Context: an optimization exercise on an open-source flow, tuned for small area. The choices shown serve that exercise and are no tape-out recipe. In this exercise RTL edits were held to simulation tests only and were not proved equivalent to the original.

== the reference run ==
// fifo
module fifo(clk, reset_n, rd_en, wr_en, d_in, d_out, full, empty, wr_ack, wr_err, rd_ack, rd_err, data_count, next_data_count);
Size: about 440 cells after synthesis, roughly 260 flip-flops, ~82 I/O pins, about 9200 sq um of cells after synthesis.
==> flow/config.mk <==
export PLATFORM = sky130hd
export DESIGN_NAME = fifo
export DESIGN_NICKNAME = fifo
export VERILOG_FILES = /design/flow/design.v
export SDC_FILE = /design/flow/constraint.sdc
export NUM_CORES = 4
export LEC_CHECK = 0
export CAP_MARGIN = 20
export CORE_MARGIN = 2
export CORE_UTILIZATION = 50
export SLEW_MARGIN = 20
export SYNTH_HIERARCHICAL = 1
export SYNTH_MINIMUM_KEEP_SIZE = 0
==> flow/constraint.sdc <==
create_clock -name core_clock -period 5.0 [get_ports {clk}]
set_input_delay 1.0000 -clock core_clock [delete_from_list [all_inputs] [get_ports {clk}]]
set_output_delay 1.0000 -clock core_clock [all_outputs]
set_load 0.01 [all_outputs]
standard.sh (not shown) runs the stock make flow with config.mk's settings and CLKGATE_MAP_FILE= SYNTH_SCRIPT=/design/flow/synth_recipe.tcl, a recipe that flattens the netlist after the stock synthesis.
==> flow/flow/run.sh <==
#!/bin/bash
# Standard ORFS layout with these changes: after floorplan, synthesis buffers
# are removed and cells set to their smallest size (downsize.tcl); port buffers
# use the smallest buffer cell; CTS uses clkbuf_8, larger sink clusters and no
# dummy loads.
set -euo pipefail
here=$(cd "$(dirname "$0")" && pwd)
export POST_FLOORPLAN_TCL="$here/downsize.tcl"
export BUFFER_PORTS_ARGS="-buffer_cell sky130_fd_sc_hd__buf_1"
export CTS_ARGS="-sink_clustering_enable -repair_clock_nets -dont_use_dummy_load -buf_list {sky130_fd_sc_hd__clkbuf_8} -sink_clustering_size 21 -sink_clustering_max_diameter 60"
bash standard.sh > flow_make.log 2>&1
==> flow/flow/downsize.tcl <==
# After floorplan: drop the buffers synthesis inserted and give every
# combinational cell its smallest drive strength. Placement's repair_design and
# the later repair_timing passes add back whatever drive the layout needs.
remove_buffers
set n 0
foreach inst [get_cells *] {
  set master [get_property $inst ref_name]
  if {![regexp {^(sky130_fd_sc_hd__[a-z0-9]+)_([0-9]+)$} $master -> base sz]} { continue }
  if {[regexp {__(df|edf|sdf|dl|tap|fill|decap|conb|clk)} $base]} { continue }
  if {$sz <= 1} { continue }
  set lc [get_lib_cells -quiet ${base}_1]
  if {$lc == ""} { continue }
  replace_cell $inst $lc
  incr n
}
puts "downsize.tcl: resized $n cells to drive strength 1"
The reference run was carried through to the last stage, and its layout satisfied the timing, design-rule and antenna checks.
Edits applied to the flow inputs when going from the reference run to the trial run:
# the reference run
export LEC_CHECK = 0
export CAP_MARGIN = 20
export CORE_MARGIN = 2
export CORE_UTILIZATION = 50
export SLEW_MARGIN = 20
export SYNTH_HIERARCHICAL = 1
export SYNTH_MINIMUM_KEEP_SIZE = 0
create_clock -name core_clock -period 5.0 [get_ports {clk}]
# the trial run
export LEC_CHECK = 0
export CAP_MARGIN = 20
export CORE_MARGIN = 2
export CORE_UTILIZATION = 40
export SLEW_MARGIN = 20
export SYNTH_HIERARCHICAL = 1
export SYNTH_MINIMUM_KEEP_SIZE = 0
create_clock -name core_clock -period 5.0 [get_ports {clk}]
==> flow/flow/run.sh <==
#!/bin/bash
# Standard ORFS layout with these changes: after floorplan, synthesis buffers
# are removed and cells set to their smallest size (downsize.tcl); port buffers
# use the smallest buffer cell; CTS uses small clock buffers in small sink
# clusters and adds no dummy loads.
set -euo pipefail
here=$(cd "$(dirname "$0")" && pwd)
export POST_FLOORPLAN_TCL="$here/downsize.tcl"
export BUFFER_PORTS_ARGS="-buffer_cell sky130_fd_sc_hd__buf_1"
export CTS_ARGS="-sink_clustering_enable -repair_clock_nets -dont_use_dummy_load -buf_list {sky130_fd_sc_hd__clkbuf_4} -sink_clustering_size 11 -sink_clustering_max_diameter 50"
bash standard.sh > flow_make.log 2>&1
- Taking the reference run as the reference, in the trial run die boundary width increased 11%; slack of the critical path decreased 0.25 ns; area enclosed by the die boundary increased 24%; maximum frequency decreased 5.8%; clock insertion delay at the later pin of the skew report increased 0.15 ns.

---

== run a ==
The RTL this note starts from:
==> flow/design.v <==
module fifo(clk, reset_n, rd_en, wr_en, d_in, d_out, full, empty, wr_ack, wr_err, rd_ack, rd_err, data_count, next_data_count);
  input clk, reset_n, rd_en, wr_en;
  input [31:0] d_in;
  output full, empty, wr_ack, wr_err, rd_ack, rd_err;
  output [3:0] data_count, next_data_count;
  output [31:0] d_out;
  reg [3:0] cnt;
  reg wack, rack, err;
  reg [31:0] mem0, mem1, mem2, mem3, mem4, mem5, mem6, mem7;
  wire is_full = cnt[3];
  wire is_empty, do_wr, do_rd, do_err, no_req, act;
  fifo_nor4  g_empty(.a(cnt[3]), .b(cnt[2]), .c(cnt[1]), .d(cnt[0]), .y(is_empty));
  fifo_andn  g_dowr(.a(wr_en), .b(cnt[3]), .y(do_wr));                  
  fifo_nor2a g_dord(.a(do_wr), .b(is_empty), .c(rd_en), .y(do_rd));     
  fifo_nor2  g_noreq(.a(wr_en), .b(rd_en), .y(no_req));
  fifo_nor3  g_err(.a(do_wr), .b(do_rd), .c(no_req), .y(do_err));     
  fifo_nor2  g_act(.a(no_req), .b(do_err), .y(act));                  
  wire m1n, c01, n01, t2n, w3;
  fifo_xor2  g_n0(.a(cnt[0]), .b(act), .y(next_data_count[0]));
  fifo_mux2i g_m1(.s(cnt[0]), .a0(do_rd), .a1(do_wr), .y(m1n));
  fifo_xnor2 g_n1(.a(cnt[1]), .b(m1n), .y(next_data_count[1]));
  fifo_and2  g_c01(.a(cnt[0]), .b(cnt[1]), .y(c01));
  fifo_nor2  g_n01(.a(cnt[0]), .b(cnt[1]), .y(n01));
  fifo_aoi22 g_t2(.a1(do_wr), .a2(c01), .b1(do_rd), .b2(n01), .y(t2n));
  fifo_xnor2 g_n2(.a(cnt[2]), .b(t2n), .y(next_data_count[2]));
  fifo_and3  g_w3(.a(do_wr), .b(c01), .c(cnt[2]), .y(w3));
  fifo_ndc3  g_n3(.full(cnt[3]), .rd(do_rd), .w3(w3), .y(next_data_count[3]));
  always @(posedge clk or negedge reset_n) begin
    if (!reset_n) begin
      cnt  <= 4'd0;
      wack <= 1'b0;
      rack <= 1'b0;
      err  <= 1'b0;
    end else begin
      cnt  <= next_data_count;
      wack <= do_wr;
      rack <= do_rd;
      err  <= do_err;
    end
  end
  always @(posedge clk) begin
    if (do_wr) begin
      mem0 <= d_in;
      mem1 <= mem0;
      mem2 <= mem1;
      mem3 <= mem2;
      mem4 <= mem3;
      mem5 <= mem4;
      mem6 <= mem5;
      mem7 <= mem6;
    end
  end
  wire [7:0] sel;
  wire [3:0] sel_lo;
  fifo_sel_lo g_sl0(.r(rack), .c1(cnt[1]), .c0(cnt[0]), .y(sel_lo[0]));
  fifo_sel_lo g_sl1(.r(rack), .c1(cnt[1]), .c0(~cnt[0]), .y(sel_lo[1]));
  fifo_sel_lo g_sl2(.r(rack), .c1(~cnt[1]), .c0(cnt[0]), .y(sel_lo[2]));
  fifo_sel_lo g_sl3(.r(rack), .c1(~cnt[1]), .c0(~cnt[0]), .y(sel_lo[3]));
  wire cnt2_n;
  fifo_inv g_c2n(.a(cnt[2]), .y(cnt2_n));
  genvar gi;
  generate for (gi = 0; gi < 4; gi = gi + 1) begin : g_sel
    fifo_and2 g_lo(.a(sel_lo[gi]), .b(cnt2_n), .y(sel[gi]));
    fifo_and2 g_hi(.a(sel_lo[gi]), .b(cnt[2]), .y(sel[gi + 4]));
  end endgenerate
  genvar gb;
  generate for (gb = 0; gb < 32; gb = gb + 1) begin : g_rd
    fifo_rd_bit rd_bit(.sel(sel),
                       .d({mem7[gb], mem6[gb], mem5[gb], mem4[gb], mem3[gb], mem2[gb], mem1[gb], mem0[gb]}),
                       .q(d_out[gb]));
  end endgenerate
  assign data_count = cnt;
  assign full = is_full;
  assign empty = is_empty;
  assign wr_ack = wack;
  assign rd_ack = rack;
  fifo_and2 g_werr(.a(err), .b(cnt[3]), .y(wr_err));
  fifo_andn g_rerr(.a(err), .b(cnt[3]), .y(rd_err));
endmodule
module fifo_rd_bit(sel, d, q);
  input [7:0] sel, d;
  output q;
  wire n0, n1;
  fifo_aoi222 a0(.a(sel[2:0]), .b(d[2:0]), .y(n0));
  fifo_aoi222 a1(.a(sel[5:3]), .b(d[5:3]), .y(n1));
  assign q = ~(n0 & n1) | (sel[6] & d[6]) | (sel[7] & d[7]);
endmodule
module fifo_aoi222(a, b, y);
  input [2:0] a, b;
  output y;
  assign y = ~|(a & b);
endmodule
module fifo_nor4(a, b, c, d, y);
  input a, b, c, d;
  output y;
  assign y = ~(a | b | c | d);
endmodule
module fifo_nor3(a, b, c, y);
  input a, b, c;
  output y;
  assign y = ~(a | b | c);
endmodule
module fifo_nor2(a, b, y);
  input a, b;
  output y;
  assign y = ~(a | b);
endmodule
module fifo_nor2a(a, b, c, y);
  input a, b, c;
  output y;
  assign y = c & ~(a | b);
endmodule
module fifo_andn(a, b, y);
  input a, b;
  output y;
  assign y = a & ~b;
endmodule
module fifo_and2(a, b, y);
  input a, b;
  output y;
  assign y = a & b;
endmodule
module fifo_and3(a, b, c, y);
  input a, b, c;
  output y;
  assign y = a & b & c;
endmodule
module fifo_xor2(a, b, y);
  input a, b;
  output y;
  assign y = a ^ b;
endmodule
module fifo_xnor2(a, b, y);
  input a, b;
  output y;
  assign y = ~(a ^ b);
endmodule
module fifo_mux2i(s, a0, a1, y);
  input s, a0, a1;
  output y;
  assign y = ~(s ? a1 : a0);
endmodule
module fifo_aoi22(a1, a2, b1, b2, y);
  input a1, a2, b1, b2;
  output y;
  assign y = ~((a1 & a2) | (b1 & b2));
endmodule
module fifo_ndc3(full, rd, w3, y);
  input full, rd, w3;
  output y;
  assign y = (full & ~rd) | w3;
endmodule
module fifo_sel_lo(r, c1, c0, y);
  input r, c1, c0;
  output y;
  assign y = r & ~c1 & ~c0;
endmodule
module fifo_inv(a, y);
  input a;
  output y;
  assign y = ~a;
endmodule
Settings: LEC_CHECK=0, CAP_MARGIN=20, CORE_MARGIN=2, CORE_UTILIZATION=70, SLEW_MARGIN=20, SYNTH_HIERARCHICAL=1, SYNTH_MINIMUM_KEEP_SIZE=0; clock period 5.0 ns.
==> flow/flow/run.sh <==
#!/bin/bash
# Standard ORFS layout with these changes: after floorplan, synthesis buffers
# are removed and cells set to their smallest size (downsize.tcl); port buffers
# use the smallest buffer cell; CTS uses clkbuf_8, larger sink clusters and no
# dummy loads.
set -euo pipefail
here=$(cd "$(dirname "$0")" && pwd)
export POST_FLOORPLAN_TCL="$here/downsize.tcl"
export BUFFER_PORTS_ARGS="-buffer_cell sky130_fd_sc_hd__buf_1"
export CTS_ARGS="-sink_clustering_enable -repair_clock_nets -dont_use_dummy_load -buf_list {sky130_fd_sc_hd__clkbuf_4 sky130_fd_sc_hd__clkbuf_8} -root_buf sky130_fd_sc_hd__clkbuf_4 -sink_clustering_buffer sky130_fd_sc_hd__clkbuf_8 -sink_clustering_size 20 -sink_clustering_max_diameter 70"
bash standard.sh > flow_make.log 2>&1
Scripts as last shown in full above: flow/flow/downsize.tcl
Run a has completed all stages; timing, DRC and antenna checks passed.
What run b does differently from run a at the input level:
==> flow/flow/run.sh <==
#!/bin/bash
# Standard ORFS layout with these changes: after floorplan, synthesis buffers
# are removed and cells set to their smallest size (downsize.tcl); port buffers
# use the smallest buffer cell; CTS uses clkbuf_8, larger sink clusters and no
# dummy loads.
set -euo pipefail
here=$(cd "$(dirname "$0")" && pwd)
export POST_FLOORPLAN_TCL="$here/downsize.tcl"
export BUFFER_PORTS_ARGS="-buffer_cell sky130_fd_sc_hd__buf_1"
export CTS_ARGS="-sink_clustering_enable -repair_clock_nets -dont_use_dummy_load -buf_list {sky130_fd_sc_hd__clkbuf_4} -sink_clustering_size 11 -sink_clustering_max_diameter 40"
bash standard.sh > flow_make.log 2>&1
-- flow/config.mk --
<<< run a, line 9
export CORE_MARGIN = 2
export CORE_UTILIZATION = 70
export SLEW_MARGIN = 20
>>> run b, line 9
export CORE_MARGIN = 2
export CORE_UTILIZATION = 60
export SLEW_MARGIN = 20
[summary]
The final layout from run b, which completed every stage, passed the timing, design-rule and antenna checks at the end of the flow.
Going from run a to run b, combined area of the multi-input logic cells level, maximum clock frequency held, vias per cell now smaller, simple logic cell fraction of the synthesized area held steady.
Taking run a as the reference, in run b smallest setup slack after layout has decreased; worst hold slack flat; overflow left after global routing held; routed wire length rose by 1.6%.
Summary of the comparison: final standard cell area without fillers is higher in run b, relative to run a.
Of the two values seen for endpoint of the most critical setup path, d_out[16] was produced by run a and d_out[25] by run b.

---

## v6
fifo with an RTL version that a note above also has.
For scale: roughly 440 cells after synthesis, ~9200 um^2 of cells after synthesis.
==> flow/config.mk <==
export PLATFORM = sky130hd
export DESIGN_NAME = fifo
export DESIGN_NICKNAME = fifo
export VERILOG_FILES = /design/flow/design.v
export SDC_FILE = /design/flow/constraint.sdc
export NUM_CORES = 4
export LEC_CHECK = 0
export CAP_MARGIN = 0
export CORE_MARGIN = 2
export CORE_UTILIZATION = 40
export SLEW_MARGIN = 0
export SYNTH_HIERARCHICAL = 1
export SYNTH_MINIMUM_KEEP_SIZE = 0
==> flow/constraint.sdc <==
create_clock -name core_clock -period 5.0 [get_ports {clk}]
set_input_delay 1.0000 -clock core_clock [delete_from_list [all_inputs] [get_ports {clk}]]
set_output_delay 1.0000 -clock core_clock [all_outputs]
set_load 0.01 [all_outputs]
==> flow/flow/run.sh <==
#!/bin/bash
# Standard ORFS layout with these changes: after floorplan, synthesis buffers
# are removed and cells set to their smallest size (downsize.tcl); port buffers
# use the smallest buffer cell; CTS uses clkbuf_8, larger sink clusters and no
# dummy loads.
set -euo pipefail
here=$(cd "$(dirname "$0")" && pwd)
export POST_FLOORPLAN_TCL="$here/downsize.tcl"
export BUFFER_PORTS_ARGS="-buffer_cell sky130_fd_sc_hd__buf_1"
export CTS_ARGS="-sink_clustering_enable -repair_clock_nets -dont_use_dummy_load -buf_list {sky130_fd_sc_hd__clkbuf_8} -sink_clustering_size 20 -sink_clustering_max_diameter 70"
bash standard.sh > flow_make.log 2>&1
Scripts as last shown in full above: flow/flow/downsize.tcl
v6: full flow OK, the timing, design-rule and antenna checks passed
diff inputs: v6 => v7
diff --git a/flow/flow/run.sh b/flow/flow/run.sh
--- a/flow/flow/run.sh
+++ b/flow/flow/run.sh
@@ -4,2 +4,2 @@
-# use the smallest buffer cell; CTS uses clkbuf_8, larger sink clusters and no
-# dummy loads.
+# use the smallest buffer cell; CTS uses small clock buffers in small sink
+# clusters and adds no dummy loads.
@@ -10 +10 @@
-export CTS_ARGS="-sink_clustering_enable -repair_clock_nets -dont_use_dummy_load -buf_list {sky130_fd_sc_hd__clkbuf_8} -sink_clustering_size 20 -sink_clustering_max_diameter 70"
+export CTS_ARGS="-sink_clustering_enable -repair_clock_nets -dont_use_dummy_load -buf_list {sky130_fd_sc_hd__clkbuf_4} -sink_clustering_size 10 -sink_clustering_max_diameter 40"
diff --git a/flow/config.mk b/flow/config.mk
--- a/flow/config.mk
+++ b/flow/config.mk
@@ -8 +8 @@
-export CAP_MARGIN = 0
+export CAP_MARGIN = 20
@@ -10,2 +10,2 @@
-export CORE_UTILIZATION = 40
-export SLEW_MARGIN = 0
+export CORE_UTILIZATION = 55
+export SLEW_MARGIN = 20
## What came out
v7 | stages: all done | timing, DRC, antenna: all pass
d_out[11] as the termination of the worst setup path was reported by v6, and d_out[10] by v7.
Of the two candidates, v6 has the worse clock skew and v7 the better one.
Relative to v6, the number of fill cells measured on v7 has decreased by more than a quarter.
On final design utilization, the higher figure sits with v7, not v6.

---

== JK ==
Another version of the RTL of fifo (not shown whole).
Size in the first run: ~260 flip-flops, roughly 82 I/O pins, roughly 0.0095 mm^2 of cells after synthesis.
// fifo
module fifo(clk, reset_n, rd_en, wr_en, d_in, d_out, full, empty, wr_ack, wr_err, rd_ack, rd_err, data_count, next_data_count);
Settings: LEC_CHECK=0, CAP_MARGIN=20, CORE_MARGIN=2, CORE_UTILIZATION=40, SLEW_MARGIN=20, SYNTH_HIERARCHICAL=1, SYNTH_MINIMUM_KEEP_SIZE=0; clock period 5.0 ns.
run.sh (not shown) runs the stock make flow with config.mk's settings and CLKGATE_MAP_FILE= SYNTH_SCRIPT=/design/flow/synth_recipe.tcl, a recipe that flattens the netlist after the stock synthesis.
Stock flow here: none of the scripts above is used.
Having completed the whole flow, JK delivered a layout that passed the timing, design-rule and antenna checks.
Inputs modified between JK and MS:
==> flow/flow/run.sh (new file) <==
#!/bin/bash
# Standard ORFS layout with two changes: port buffers use the smallest buffer
# cell, and CTS adds no dummy load cells.
set -euo pipefail
export BUFFER_PORTS_ARGS="-buffer_cell sky130_fd_sc_hd__buf_1"
export CTS_ARGS="-sink_clustering_enable -repair_clock_nets -dont_use_dummy_load"
bash standard.sh > flow_make.log 2>&1
==> flow/standard.sh (new file) <==
#!/bin/bash
# synth_recipe.tcl (not shown) runs the flow's synth.tcl, then flattens the netlist and writes it again
# the make line also repeats each setting of config.mk as NAME=value (left out here)
make -C /OpenROAD-flow-scripts/flow DESIGN_CONFIG=/design/flow/config.mk WORK_HOME=/design/flow/orfs CLKGATE_MAP_FILE= SYNTH_SCRIPT=/design/flow/synth_recipe.tcl "${@:-finish}"
removed: flow/run.sh
### Flow results
Looking at the reports, MS completed the entire flow and the layout it produced met the timing, design-rule and antenna checks. Comparing JK and MS, the lower sum of routed wire length over all layers was measured on MS. Per the comparison of MS with JK, utilization fell 2.6 points, fraction of layout cells with a size suffix above 1 lost 0.68 points. The via total after detailed routing of MS was superior to that of JK. Compared with JK, in MS clock-cell share of area went down by 0.36 points; pre-CTS setup slack went up; post-placement cell area -520 um^2; first-pass GRT wire length fell about 3.3%. Count of clock-buffer cells in the layout, JK and MS: larger value in JK. Summary: with JK as the reference, fmax in MS moved up by more than 10%.

[port drivers added, routing unchanged]
The flow's constraints put no driver on any port. The routed layouts listed below were extracted and timed again, unchanged, in two steps. Step 1: set_driving_cell puts a clkbuf_16 on clk and a buf_2 on each other input, an assumption about the parent block. Step 2 times the ports against the registers' clock, not the clock port: input delays grow and output delays shrink by t, the midpoint of the rising clock arrivals with the driver on. Slacks: no drivers / after step 1 / after step 2; pairs: no drivers / after step 1.
run	t (ns)	slack for setup (ns)	hold slack, ns	slew at the worst register clock pin (ns)	worst slew at a driven data input, ns
the reference run	0.543	1.031 / 0.993 / 1.334	0.384 / 0.373 / 0.426	0.12 / 0.12	0.03
the trial run	0.680	0.785 / 0.749 / 1.429	0.218 / 0.204 / 0.379	0.12 / 0.12	0.05
run a	0.624	1.172 / 1.137 / 1.206	0.259 / 0.266 / 0.406	0.12 / 0.12	0.06
run b	0.619	1.165 / 1.129 / 1.372	0.258 / 0.244 / 0.421	0.11 / 0.11	0.05
v6	0.523	0.954 / 0.916 / 1.439	0.360 / 0.346 / 0.383	0.12 / 0.12	0.05
v7	0.621	1.042 / 1.003 / 1.623	0.307 / 0.291 / 0.410	0.11 / 0.11	0.06
JK	0.562	0.531 / 0.483 / 0.920	0.443 / 0.443 / 0.443	0.06 / 0.06	0.03
MS	0.555	1.023 / 0.977 / 1.532	0.375 / 0.354 / 0.441	0.06 / 0.06	0.04
After both steps setup and hold are still met in every run listed.
